Background: an optimization exercise with open tools, aiming at small area. Do not read the settings as production practice.
The RTL was checked by simulation tests, not by an equivalence proof against the original design.
Power is estimated from default activity; no workload was simulated.

## build 76
==> flow/design.v (excerpt) <==
module axi_s_to_fifos #(
    parameter integer FIFO_DEPTH = 32,
    parameter integer C_DATA_WIDTH = 32
)(
    input  logic                     clk,
    input  logic                     nrst,
    input  logic [31:0]  awaddr,
    input  logic [3:0]               awprot,
    input  logic                     awvalid,
    output logic                     awready,
    input  logic [C_DATA_WIDTH-1:0]  wdata,
    input  logic [C_DATA_WIDTH/8-1:0] wstrb,
    input  logic                     wvalid,
    output logic                     wready,
    output logic [1:0]               bresp,
    output logic                     bvalid,
    input  logic                     bready,
    input  logic [31:0]  araddr,
    input  logic [3:0]               arprot,
    input  logic                     arvalid,
    output logic                     arready,
    output logic [C_DATA_WIDTH-1:0]  rdata,
    output logic [1:0]               rresp,
    output logic                     rvalid,
    input  logic                     rready,
    input logic [C_DATA_WIDTH-1:0]  fifo_wdata,
    output logic                    fifo_full,
    output logic                    fifo_almost_full,
    input logic                     fifo_wena,
    output logic [C_DATA_WIDTH-1:0] fifo_rdata,
    output logic                    fifo_empty,
    output logic                    fifo_almost_empty,
    input logic                     fifo_rena
);
For scale: about 3500 cells after synthesis.
export LEC_CHECK = 0
export CAP_MARGIN = 20
export CORE_MARGIN = 2
export CORE_UTILIZATION = 80
export SLEW_MARGIN = 20
export SYNTH_HIERARCHICAL = 1
export SYNTH_MINIMUM_KEEP_SIZE = 0
create_clock -name core_clock -period 8.0 [get_ports {clk}]
standard.sh (not shown) runs the stock make flow with config.mk's settings and CLKGATE_MAP_FILE= SYNTH_SCRIPT=/design/flow/synth_recipe.tcl, a recipe that flattens the netlist after the stock synthesis.
==> flow/flow/run.sh <==
#!/bin/bash
# Standard ORFS layout (the standard.sh, synthesis unchanged) with:
#  - single-stage buf_1 port buffers instead of the default delay buffers
#  - clkbuf_8 leaf clusters of at most 18 sinks, and no dummy loads in CTS
set -euo pipefail
export BUFFER_PORTS_ARGS="-buffer_cell sky130_fd_sc_hd__buf_1"
export CTS_ARGS="-sink_clustering_enable -repair_clock_nets -dont_use_dummy_load -buf_list sky130_fd_sc_hd__clkbuf_8 -sink_clustering_size 18 -sink_clustering_max_diameter 40"
bash standard.sh > standard_run.log 2>&1
Edits applied to the flow inputs when going from build 76 to build 58:
- CORE_UTILIZATION: 80 -> 86
Findings:
Of build 76 and build 58, only build 58 never reached the final stage. Re average cell area after synthesis: no difference whatsoever between build 76 and build 58. Re area share of fa/ha/maj cells after synthesis: no difference whatsoever between build 76 and build 58. Build 58 vs build 76: detailed placement HPWL up in build 58. | fraction of the mapped netlist area in compound gates | build 76 vs build 58 | ≈ equal |. NOTE: y dimension of the die in build 58 falls short of that of build 76. Build 76 -> build 58: die width decreased by a few percent. Lower number of placed instances with taps included among build 76 and build 58: build 58. The worst setup slack before clock tree synthesis of build 58 was inferior to that of build 76.
The inputs of build 49 differ from those of build 58 as listed below.
- SLEW_MARGIN now 5, was 20
- CAP_MARGIN now 5, was 20
- CORE_UTILIZATION now 82, was 86
--- outcome ---
Status(build 58) = ERROR, stage = global routing (5_1_grt). Build 49 finished every stage and its layout cleared the timing, design-rule and antenna checks. There was hardly any difference in number of instances in the synthesized netlist between build 49 and build 58. Comparing build 58 against build 49, there is no change at all in synthesized area. Compared with build 58, in build 49 area after detailed placement neither gained nor lost much; final estimated routing congestion in global placement lost about 5.4%; proportion of synthesized flip-flops having asynchronous set or reset neither gained nor lost much; number of buffers created by CTS picked up an extra 7.3%; number of enable flip-flop cells after synthesis neither gained nor lost much. Cell count after placement in build 49 is 0.53% above build 58. Build 49 vs build 58: HPWL after detailed placement down by a few percent. The effective utilization at floorplan in build 49 sits 4.3 points below the value recorded for build 58. For the y dimension of the die, build 49 came in 7.1 um higher than build 58 did.
Input-level comparison between build 82 and build 49:
- swapping 82 for 80 in CORE_UTILIZATION
- swapping 5 for 20 in SLEW_MARGIN
- swapping 5 for 20 in CAP_MARGIN
==> flow/flow/run.sh <==
#!/bin/bash
# Standard ORFS layout (the standard.sh, synthesis unchanged) with:
#  - single-stage buf_1 port buffers instead of the default delay buffers
#  - clkbuf_8 leaf clusters of at most 20 sinks within 50 um, and no dummy loads in CTS
set -euo pipefail
export BUFFER_PORTS_ARGS="-buffer_cell sky130_fd_sc_hd__buf_1"
export CTS_ARGS="-sink_clustering_enable -repair_clock_nets -dont_use_dummy_load -buf_list sky130_fd_sc_hd__clkbuf_8 -sink_clustering_size 20 -sink_clustering_max_diameter 50"
bash standard.sh > standard_run.log 2>&1
==> comparison <==
Sort build 82 and build 49 by worst clock skew asc -> top: build 82. Largest fanout of any net on the critical path ended up 14 lower on build 82 than on build 49. In the metrics for build 82 and build 49, the one carrying the higher met1 capacity usage during global routing is build 49. Diff build 49 -> build 82: final net count moved down; worst-case clock buffer depth closely matched the old numbers; final cell count shows an increase of 0.70%. Delta (build 82 minus build 49): clock tree cell share of total cell area shrank by 0.60 points; die area higher; number of buffers outside the clock class in the layout rose 6; critical path depth shrank by 2.


## job 1538
axi_s_to_fifos, a different RTL version from the one above (not shown whole).
Size in the first run: about 3500 cells after synthesis, roughly 75000 µm² of cells after synthesis.
clock: 8.0 ns
lec_check: 0
cap_margin: 20
core_margin: 2
core_utilization: 80
slew_margin: 20
synth_hierarchical: 1
synth_minimum_keep_size: 0
==> flow/flow/run.sh <==
#!/bin/bash
# Standard ORFS layout (the standard.sh, synthesis unchanged) with:
#  - single-stage buf_1 port buffers instead of the default delay buffers
#  - clkbuf_8 leaf clusters of at most 18 sinks, and no dummy loads in CTS
#  - power recovery (downsizing) after global route
set -euo pipefail
export BUFFER_PORTS_ARGS="-buffer_cell sky130_fd_sc_hd__buf_1"
export CTS_ARGS="-sink_clustering_enable -repair_clock_nets -dont_use_dummy_load -buf_list sky130_fd_sc_hd__clkbuf_8 -sink_clustering_size 18 -sink_clustering_max_diameter 40"
export RECOVER_POWER=100
bash standard.sh > standard_run.log 2>&1
The final report for job 1538 shows a completed flow and a layout that fails verification, specifically max-capacitance violations, max-slew violations.
The inputs of job 482 differ from those of job 1538 as listed below.
==> flow/flow/run.sh <==
#!/bin/bash
# Standard ORFS layout (the standard.sh, synthesis unchanged) with:
#  - single-stage buf_1 port buffers instead of the default delay buffers
#  - clkbuf_8 leaf clusters of at most 18 sinks, and no dummy loads in CTS
set -euo pipefail
export BUFFER_PORTS_ARGS="-buffer_cell sky130_fd_sc_hd__buf_1"
export CTS_ARGS="-sink_clustering_enable -repair_clock_nets -dont_use_dummy_load -buf_list sky130_fd_sc_hd__clkbuf_8 -sink_clustering_size 18 -sink_clustering_max_diameter 40"
bash standard.sh > standard_run.log 2>&1
Notes after the runs:
- Job 1538 finished all stages; however, its layout fails the closing checks, the failures being max-capacitance violations, max-slew violations.
- Job 482 went all the way through synthesis, placement and routing and the layout is clean on timing, DRC and antenna.
- Taking job 1538 as the reference, in job 482 count of cells along the worst register-to-register path saw an increase, critical path depth saw a decrease, count of buffer and inverter cells on the critical path saw a decrease.
- Fmax on job 482 is ahead of job 1538.
- Looking at max-capacitance violation count, job 482 sits 84 lower than job 1538 does.
- Final setup slack of the worst path in job 482 vs job 1538: up 1.30 ns
- The clock tree cell share of total cell area of job 1538 and that of job 482 are within noise of each other.


The RTL this note starts from:
==> flow/design.v <==
module axi_s_to_fifos #(
    parameter integer FIFO_DEPTH = 32,
    parameter integer C_DATA_WIDTH = 32
)(
    input  logic                     clk,
    input  logic                     nrst,
    input  logic [31:0]  awaddr,
    input  logic [3:0]               awprot,
    input  logic                     awvalid,
    output logic                     awready,
    input  logic [C_DATA_WIDTH-1:0]  wdata,
    input  logic [C_DATA_WIDTH/8-1:0] wstrb,
    input  logic                     wvalid,
    output logic                     wready,
    output logic [1:0]               bresp,
    output logic                     bvalid,
    input  logic                     bready,
    input  logic [31:0]  araddr,
    input  logic [3:0]               arprot,
    input  logic                     arvalid,
    output logic                     arready,
    output logic [C_DATA_WIDTH-1:0]  rdata,
    output logic [1:0]               rresp,
    output logic                     rvalid,
    input  logic                     rready,
    input logic [C_DATA_WIDTH-1:0]  fifo_wdata,
    output logic                    fifo_full,
    output logic                    fifo_almost_full,
    input logic                     fifo_wena,
    output logic [C_DATA_WIDTH-1:0] fifo_rdata,
    output logic                    fifo_empty,
    output logic                    fifo_almost_empty,
    input logic                     fifo_rena
);
    localparam int IW = $clog2(FIFO_DEPTH);
    localparam int DW = C_DATA_WIDTH;
    logic [FIFO_DEPTH-1:0][DW-1:0] mem_r;
    logic [FIFO_DEPTH-1:0][DW-1:0] mem_w;
    logic [DW-1:0] wdata_reg;
    logic [IW:0]   cnt_r;
    logic [IW:0]   cnt_w;
    logic full_r, afull_r, empty_r, aempty_r;
    logic full_w, afull_w, empty_w, aempty_w;
    assign full_r   = cnt_r == FIFO_DEPTH;
    assign afull_r  = cnt_r == FIFO_DEPTH - 1;
    assign empty_r  = cnt_r == 0;
    assign aempty_r = cnt_r == 1;
    assign full_w   = cnt_w == FIFO_DEPTH;
    assign afull_w  = cnt_w == FIFO_DEPTH - 1;
    assign empty_w  = cnt_w == 0;
    assign aempty_w = cnt_w == 1;
    assign fifo_full         = full_r;
    assign fifo_almost_full  = afull_r;
    assign fifo_empty        = empty_w;
    assign fifo_almost_empty = aempty_w;
    assign bresp = 2'b00;
    assign rresp = 2'b00;
    logic rd_wait;           
    logic sel_st, sel_rd;    
    logic rd_pop;            
    logic [3:0] st;          
    wire ar_hs = arvalid && arready;
    wire r_hs  = rvalid && rready;
    wire pop_r = rd_pop && r_hs;
    wire push_r = fifo_wena && !full_r;
    always_ff @(posedge clk or negedge nrst) begin
        if (!nrst) begin
            arready <= 1'b0;
            rvalid  <= 1'b0;
            rd_wait <= 1'b0;
            rd_pop  <= 1'b0;
        end else begin
            if (rd_wait) begin
                rd_wait <= 1'b0;
                rvalid  <= 1'b1;
                rd_pop  <= sel_rd && !empty_r;
            end else if (rvalid) begin
                if (rready) rvalid <= 1'b0;
            end else if (ar_hs) begin
                arready <= 1'b0;
                rd_wait <= 1'b1;
            end else begin
                arready <= 1'b1;
            end
        end
    end
    always_ff @(posedge clk) begin
        if (ar_hs) begin
            sel_st <= araddr[31:2] == 30'd0;
            sel_rd <= araddr[31:2] == 30'd2;
        end
        if (rd_wait)
            st <= sel_st ? {full_w, afull_w, empty_r, aempty_r} : 4'b0;
    end
    logic in_resp;           
    logic pend;              
    wire aw_hs = awvalid && awready;
    wire w_hs  = wvalid && wready;
    wire aw_is_wr = awaddr[31:2] == 30'd1;
    wire push_w = in_resp && pend && !full_w;
    wire pop_w  = fifo_rena && !empty_w;
    always_ff @(posedge clk or negedge nrst) begin
        if (!nrst) begin
            awready <= 1'b0;
            wready  <= 1'b0;
            bvalid  <= 1'b0;
            in_resp <= 1'b0;
            pend    <= 1'b0;
        end else begin
            if (in_resp) begin
                if (push_w) pend <= 1'b0;
                bvalid <= 1'b1;
                if (bready && bvalid) begin
                    bvalid  <= 1'b0;
                    in_resp <= 1'b0;
                    pend    <= 1'b0;
                end
            end else if (!awready && !wready) begin
                awready <= 1'b1;
                wready  <= 1'b1;
            end else begin
                if (aw_hs) begin
                    awready <= 1'b0;
                    pend    <= aw_is_wr;
                end
                if (w_hs)
                    wready <= 1'b0;
                if ((aw_hs || !awready) && (w_hs || !wready))
                    in_resp <= 1'b1;
            end
        end
    end
    always_ff @(posedge clk) begin
        if (w_hs) wdata_reg <= wdata;
    end
    always_ff @(posedge clk or negedge nrst) begin
        if (!nrst) begin
            cnt_r <= '0;
            cnt_w <= '0;
        end else begin
            cnt_r <= cnt_r + {{IW{pop_r & ~push_r}}, pop_r ^ push_r};
            cnt_w <= cnt_w + {{IW{pop_w & ~push_w}}, pop_w ^ push_w};
        end
    end
    logic [DW-1:0] rd_r, rd_w;
    logic [FIFO_DEPTH-1:0] sel_r, sel_w;
    logic [7:0] sel_r_lo, sel_w_lo;
    logic [4:0] sel_r_hi, sel_w_hi;
    always_comb begin
        for (int j = 0; j < 8; j++) begin
            sel_r_lo[j] = rd_pop && (cnt_r[2:0] == j[2:0]);
            sel_w_lo[j] = (cnt_w[2:0] == j[2:0]);
        end
        for (int i = 0; i < 5; i++) begin
            sel_r_hi[i] = (cnt_r[IW:3] == i[2:0]);
            sel_w_hi[i] = (cnt_w[IW:3] == i[2:0]);
        end
    end
    genvar gd;
    generate
        for (gd = 0; gd < FIFO_DEPTH; gd++) begin : g_dec
            axi_s_to_fifos_and2 u_sel_r (.a(sel_r_lo[(gd + 1) % 8]), .b(sel_r_hi[(gd + 1) / 8]), .y(sel_r[gd]));
            axi_s_to_fifos_and2 u_sel_w (.a(sel_w_lo[(gd + 1) % 8]), .b(sel_w_hi[(gd + 1) / 8]), .y(sel_w[gd]));
        end
    endgenerate
    axi_s_to_fifos_ohmux #(.N(FIFO_DEPTH), .W(DW)) u_mux_r (.sel(sel_r), .d(mem_r), .y(rd_r));
    axi_s_to_fifos_ohmux #(.N(FIFO_DEPTH), .W(DW)) u_mux_w (.sel(sel_w), .d(mem_w), .y(rd_w));
    always_ff @(posedge clk) begin
        if (push_r) mem_r <= {mem_r[FIFO_DEPTH-2:0], fifo_wdata};
        if (push_w) mem_w <= {mem_w[FIFO_DEPTH-2:0], wdata_reg};
    end
    assign rdata      = rd_r | {{(DW-4){1'b0}}, st};
    assign fifo_rdata = rd_w;
endmodule
module axi_s_to_fifos_ohmux #(
    parameter integer N = 32,
    parameter integer W = 32
)(
    input  logic [N-1:0]   sel,
    input  logic [N*W-1:0] d,
    output logic [W-1:0]   y
);
    genvar b, k;
    generate
        for (b = 0; b < W; b++) begin : g_bit
            logic [N-1:0] col;
            for (k = 0; k < N; k++) begin : g_col
                assign col[k] = d[k*W + b];
            end
            axi_s_to_fifos_ohmux32 u_bit (.sel(sel), .d(col), .y(y[b]));
        end
    endgenerate
endmodule
module axi_s_to_fifos_ohmux32 (
    input  logic [31:0] sel,
    input  logic [31:0] d,
    output logic        y
);
    logic [9:0] g;
    genvar k;
    generate
        for (k = 0; k < 10; k++) begin : g_aoi
            axi_s_to_fifos_aoi222 u_aoi (
                .a0(sel[3*k]),   .b0(d[3*k]),
                .a1(sel[3*k+1]), .b1(d[3*k+1]),
                .a2(sel[3*k+2]), .b2(d[3*k+2]),
                .y(g[k]));
        end
    endgenerate
    logic [1:0] h;
    axi_s_to_fifos_nand2 u_n30 (.a(sel[30]), .b(d[30]), .y(h[0]));
    axi_s_to_fifos_nand2 u_n31 (.a(sel[31]), .b(d[31]), .y(h[1]));
    assign y = ~&{g[9:0], h};
endmodule
module axi_s_to_fifos_aoi222 (
    input  logic a0, b0, a1, b1, a2, b2,
    output logic y
);
    assign y = ~((a0 & b0) | (a1 & b1) | (a2 & b2));
endmodule
module axi_s_to_fifos_nand2 (
    input  logic a, b,
    output logic y
);
    assign y = ~(a & b);
endmodule
module axi_s_to_fifos_and2 (
    input  logic a, b,
    output logic y
);
    assign y = a & b;
endmodule
==> flow/config.mk <==
export PLATFORM = sky130hd
export DESIGN_NAME = axi_s_to_fifos
export DESIGN_NICKNAME = axi_s_to_fifos
export VERILOG_FILES = /design/flow/design.v
export SDC_FILE = /design/flow/constraint.sdc
export NUM_CORES = 4
export LEC_CHECK = 0
export CAP_MARGIN = 20
export CORE_MARGIN = 2
export CORE_UTILIZATION = 80
export SLEW_MARGIN = 20
export SYNTH_HIERARCHICAL = 1
export SYNTH_MINIMUM_KEEP_SIZE = 0
==> flow/constraint.sdc <==
create_clock -name core_clock -period 8.0 [get_ports {clk}]
set_input_delay 1.6000 -clock core_clock [delete_from_list [all_inputs] [get_ports {clk}]]
set_output_delay 1.6000 -clock core_clock [all_outputs]
set_load 0.01 [all_outputs]
==> flow/flow/run.sh <==
#!/bin/bash
# Standard ORFS layout (the standard.sh, synthesis unchanged) with:
#  - single-stage buf_1 port buffers instead of the default delay buffers
#  - clkbuf_8 leaf clusters of at most 18 sinks, and no dummy loads in CTS
set -euo pipefail
export BUFFER_PORTS_ARGS="-buffer_cell sky130_fd_sc_hd__buf_1"
export CTS_ARGS="-sink_clustering_enable -repair_clock_nets -dont_use_dummy_load -buf_list sky130_fd_sc_hd__clkbuf_8 -sink_clustering_size 18 -sink_clustering_max_diameter 40"
bash standard.sh > standard_run.log 2>&1
Edit:
Settings changed: CORE_UTILIZATION 80 to 83.
Result: Total power is about the same; non-clock buffer count fell by 19; final area falls by 0.40%; via count increases by 3.1%; hold slack gets better by 0.019 ns; clock-buffer cell count falls by 9; sequential cell count is unchanged; clock skew came out higher by 0.0097 ns.
Edit:
==> flow/flow/run.sh (replaced) <==
#!/bin/bash
# Standard ORFS layout (the standard.sh, synthesis unchanged) with:
#  - single-stage buf_1 port buffers instead of the default delay buffers
#  - clkbuf_8 leaf clusters of at most 20 sinks within 50 um, and no dummy loads in CTS
set -euo pipefail
export BUFFER_PORTS_ARGS="-buffer_cell sky130_fd_sc_hd__buf_1"
export CTS_ARGS="-sink_clustering_enable -repair_clock_nets -dont_use_dummy_load -buf_list sky130_fd_sc_hd__clkbuf_8 -sink_clustering_size 20 -sink_clustering_max_diameter 50"
bash standard.sh > standard_run.log 2>&1
Settings changed: CORE_UTILIZATION 83 to 80.
- die area goes up by 3.7%
- register-to-register slack degrades by 0.40 ns
- non-clock buffer count climbs by 19
- sequential power is about the same
- maximum frequency went up by 0.44%
- clock power went down by 8.1%
- final cell count barely changes
- routed wire length shrinks by 5.5%

==> afterwards: timing with drivers on the ports <==
Ports are ideal in the flow. The routed layouts listed here were re-timed in OpenROAD.
Step 1 (the two cells are an assumption about what drives the block):
set clk [get_ports {clk}]
set_driving_cell -lib_cell sky130_fd_sc_hd__clkbuf_16 $clk
set_driving_cell -lib_cell sky130_fd_sc_hd__buf_2 [delete_from_list [all_inputs] $clk]
Step 2 also shifts input and output timing later by t, the mid clock arrival at the registers, as if the neighbouring blocks saw the same clock.
a / b / c = no drivers / after step 1 / after step 2; a / b = the first two.
run | shift t [ns] | setup slack, ns | cell pins on the clock port's net
build 76 | 0.923 | 2.434 / 2.363 / 3.286 | 1
build 49 | 0.921 | 2.506 / 2.435 / 3.356 | 1
build 82 | 0.916 | 2.444 / 2.373 / 3.289 | 1
job 1538 | 0.917 | 0.891 / 0.813 / 1.731 | 1
job 482 | 0.912 | 2.196 / 2.121 / 3.034 | 1
the first run of note 3 | 0.948 | 1.971 / 1.899 / 2.846 | 1
the second run of note 3 | 0.948 | 2.054 / 1.982 / 2.930 | 1
the third run of note 3 | 0.890 | 2.080 / 2.008 / 2.898 | 1
